Source: an optimization exercise on an open RTL-to-GDS flow (aim: a short achievable clock period and few clock cycles). Production flows keep margins and buffers that such runs may drop.
No activity file was given, so power comes from the tool's default toggle rates.

## v9
// mipsSystem
module mipsSystem(rst, clk, imem_addr, imem_rdata, dmem_we, dmem_addr, dmem_wdata, dmem_rdata, wb_en, wb_reg, wb_data);
Size in the first run: about 1800 flip-flops, about 200 I/O pins, roughly 0.078 sq mm of cells after synthesis.
clock: 11.0 ns
lec_check: 0
cap_margin: 20
core_margin: 2
core_utilization: 40
place_density: 0.6
slew_margin: 20
standard.sh (not shown) runs the stock make flow with config.mk's settings and CLKGATE_MAP_FILE= SYNTH_SCRIPT=/design/flow/synth_recipe.tcl, a recipe that flattens the netlist after the stock synthesis.
==> flow/flow/run.sh <==
#!/bin/bash
# Standard ORFS layout with these changes to how it is made (the SDC is unchanged):
#  - no extraction of full/half adder cells in synthesis (ADDER_MAP_FILE empty),
#    so that ABC maps the adders for speed;
#  - timing repair aimed at a setup margin well above the 11 ns clock, so that
#    repair keeps improving paths that already meet it;
#  - repair may resize cells to other footprints (MATCH_CELL_FOOTPRINT 0).
set -euo pipefail
MARGIN=${MARGIN:-7.5}
bash standard.sh ADDER_MAP_FILE= SETUP_SLACK_MARGIN=$MARGIN MATCH_CELL_FOOTPRINT=0 finish > flow_make.log 2>&1
Changes in v32 relative to v9:
diff --git a/flow/design.v b/flow/design.v
--- a/flow/design.v
+++ b/flow/design.v
@@ -208,22 +208,20 @@
 	d_rb = 32'd0;
 	for (ri = 1; ri < 32; ri = ri + 1) begin
 		d_ra = d_ra | ({32{d_sa[ri]}} & rf[ri]);
 		d_rb = d_rb | ({32{d_sb[ri]}} & rf[ri]);
 	end
 end
-wire [31:0] d_a_f = ({32{d_fe_a}} & alu_res) | ({32{d_fm_a}} & m_val) | ({32{d_fw_a}} & w_data) | d_ra;
-wire [31:0] d_b_f = ({32{d_fe_b}} & alu_res) | ({32{d_fm_b}} & m_val) | ({32{d_fw_b}} & w_data) | d_rb;
+wire [31:0] d_a_f = d_fe_a ? alu_res : d_fm_a ? m_val : d_fw_a ? w_data : d_ra;
+wire [31:0] d_b_f = d_fe_b ? alu_res : d_fm_b ? m_val : d_fw_b ? w_data : d_rb;
 wire f_fe_a = d_valid & d_wr & (d_dst == f_rs) & (f_rs != 5'd0);
 wire f_fe_b = d_valid & d_wr & (d_dst == f_rt) & (f_rt != 5'd0);
 wire f_fm_a = e_valid & e_wr & (e_dst == f_rs) & (f_rs != 5'd0);
 wire f_fm_b = e_valid & e_wr & (e_dst == f_rt) & (f_rt != 5'd0);
 wire f_fw_a = m_valid & m_wr & (m_dst == f_rs) & (f_rs != 5'd0);
 wire f_fw_b = m_valid & m_wr & (m_dst == f_rt) & (f_rt != 5'd0);
-wire [31:0] d_sa_h = 32'd1 << d_rs;
-wire [31:0] d_sb_h = 32'd1 << d_rt;
 ealu alu0(.a(e_a), .b(e_b), .sd(e_sd),
           .op_add(e_op_add), .op_sub(e_op_sub), .op_and(e_op_and), .op_or(e_op_or),
           .op_slt(e_op_slt), .op_sll(e_op_sll), .shamt(e_shamt),
           .res(alu_res), .zero(e_zero), .eq(e_eq));
 wire e_redirect = e_valid & e_br & e_eq;
 wire d_mispred = d_pred & ~d_bsame;
@@ -296,32 +294,28 @@
 end
 always @(posedge clk) begin
 	if (!stall) begin
 		d_ir    <= ir;
 		d_pc4   <= pc4;
 		d_pc    <= pc[31:2];
+		d_sa    <= f_sa[31:1];
+		d_sb    <= f_sb[31:1];
+		d_fe_a  <= f_fe_a;
+		d_fm_a  <= f_fm_a;
+		d_fw_a  <= f_fw_a;
+		d_fe_b  <= f_fe_b;
+		d_fm_b  <= f_fm_b;
+		d_fw_b  <= f_fw_b;
 		d_pred  <= f_hit & ~f_j;
-	end
-	if (!stall) begin
-		d_fe_a <= f_fe_a;
-		d_fm_a <= f_fm_a & ~f_fe_a;
-		d_fw_a <= f_fw_a & ~f_fm_a & ~f_fe_a;
-		d_sa   <= (f_fe_a | f_fm_a | f_fw_a) ? 31'd0 : f_sa[31:1];
-		d_fe_b <= f_fe_b;
-		d_fm_b <= f_fm_b & ~f_fe_b;
-		d_fw_b <= f_fw_b & ~f_fm_b & ~f_fe_b;
-		d_sb   <= (f_fe_b | f_fm_b | f_fw_b) ? 31'd0 : f_sb[31:1];
 	end else begin
-		d_fe_a <= 1'b0;
-		d_fm_a <= d_fe_a;
-		d_fw_a <= d_fm_a;
-		d_sa   <= (d_fe_a | d_fm_a) ? 31'd0 : d_sa_h[31:1];
-		d_fe_b <= 1'b0;
-		d_fm_b <= d_fe_b;
-		d_fw_b <= d_fm_b;
-		d_sb   <= (d_fe_b | d_fm_b) ? 31'd0 : d_sb_h[31:1];
+		d_fe_a  <= 1'b0;
+		d_fm_a  <= d_fe_a;
+		d_fw_a  <= d_fm_a;
+		d_fe_b  <= 1'b0;
+		d_fm_b  <= d_fe_b;
+		d_fw_b  <= d_fm_b;
 	end
 	if (d_install) begin
 		bt_tag[bt_ptr] <= d_pc;
 		bt_tgt[bt_ptr] <= d_target[31:2];
 	end
 	e_wr      <= d_wr;
Results
- From v9 to v32 the numbers moved as follows: area growth from synthesis to final layout fell by 4.0 points, logic gate share of total power fell by 2.5 points, total vias in the final route fell by 1049, initial antenna violation count fell by 3.4%, global-route usage over all layers fell by 1.5 points.
- Initial core utilization delta (v32 -> v9): insignificant
- On global-route wire length before repair, v32 does better than v9.
- Going from v9 to v32, the worst setup slack was found to have gone up by 160 ps.
- Diff v9 -> v32 | maximum frequency | increase of 4.4%
Function was not checked in any run of this note: the RTL went through the layout flow alone.

==> what the ideal ports hide <==
How much do the figures lean on ideal ports? The routed layouts below were timed once more, with nothing changed but the port constraints. Step 1, drivers: a clkbuf_16 drives clk and a buf_2 each remaining input, both assumed. Step 2, shift: input delay + t, output delay - t, t = (earliest + latest rising clock arrival at the registers) / 2. This alone moves slack from input paths to output paths. a / b / c = no drivers / after step 1 / after step 2; a / b = the first two.
run	t (ns)	slack for setup (ns)	worst hold slack (ns)
v9	0.933	7.153 / 7.153 / 6.631	0.370 / 0.370 / 0.370
v32	0.955	7.314 / 7.212 / 6.597	0.351 / 0.351 / 0.351
After both steps every run listed still meets setup and hold. The setup slack of v32, which loses most, moves by -0.102 ns with the drivers and by -0.717 ns with both steps.
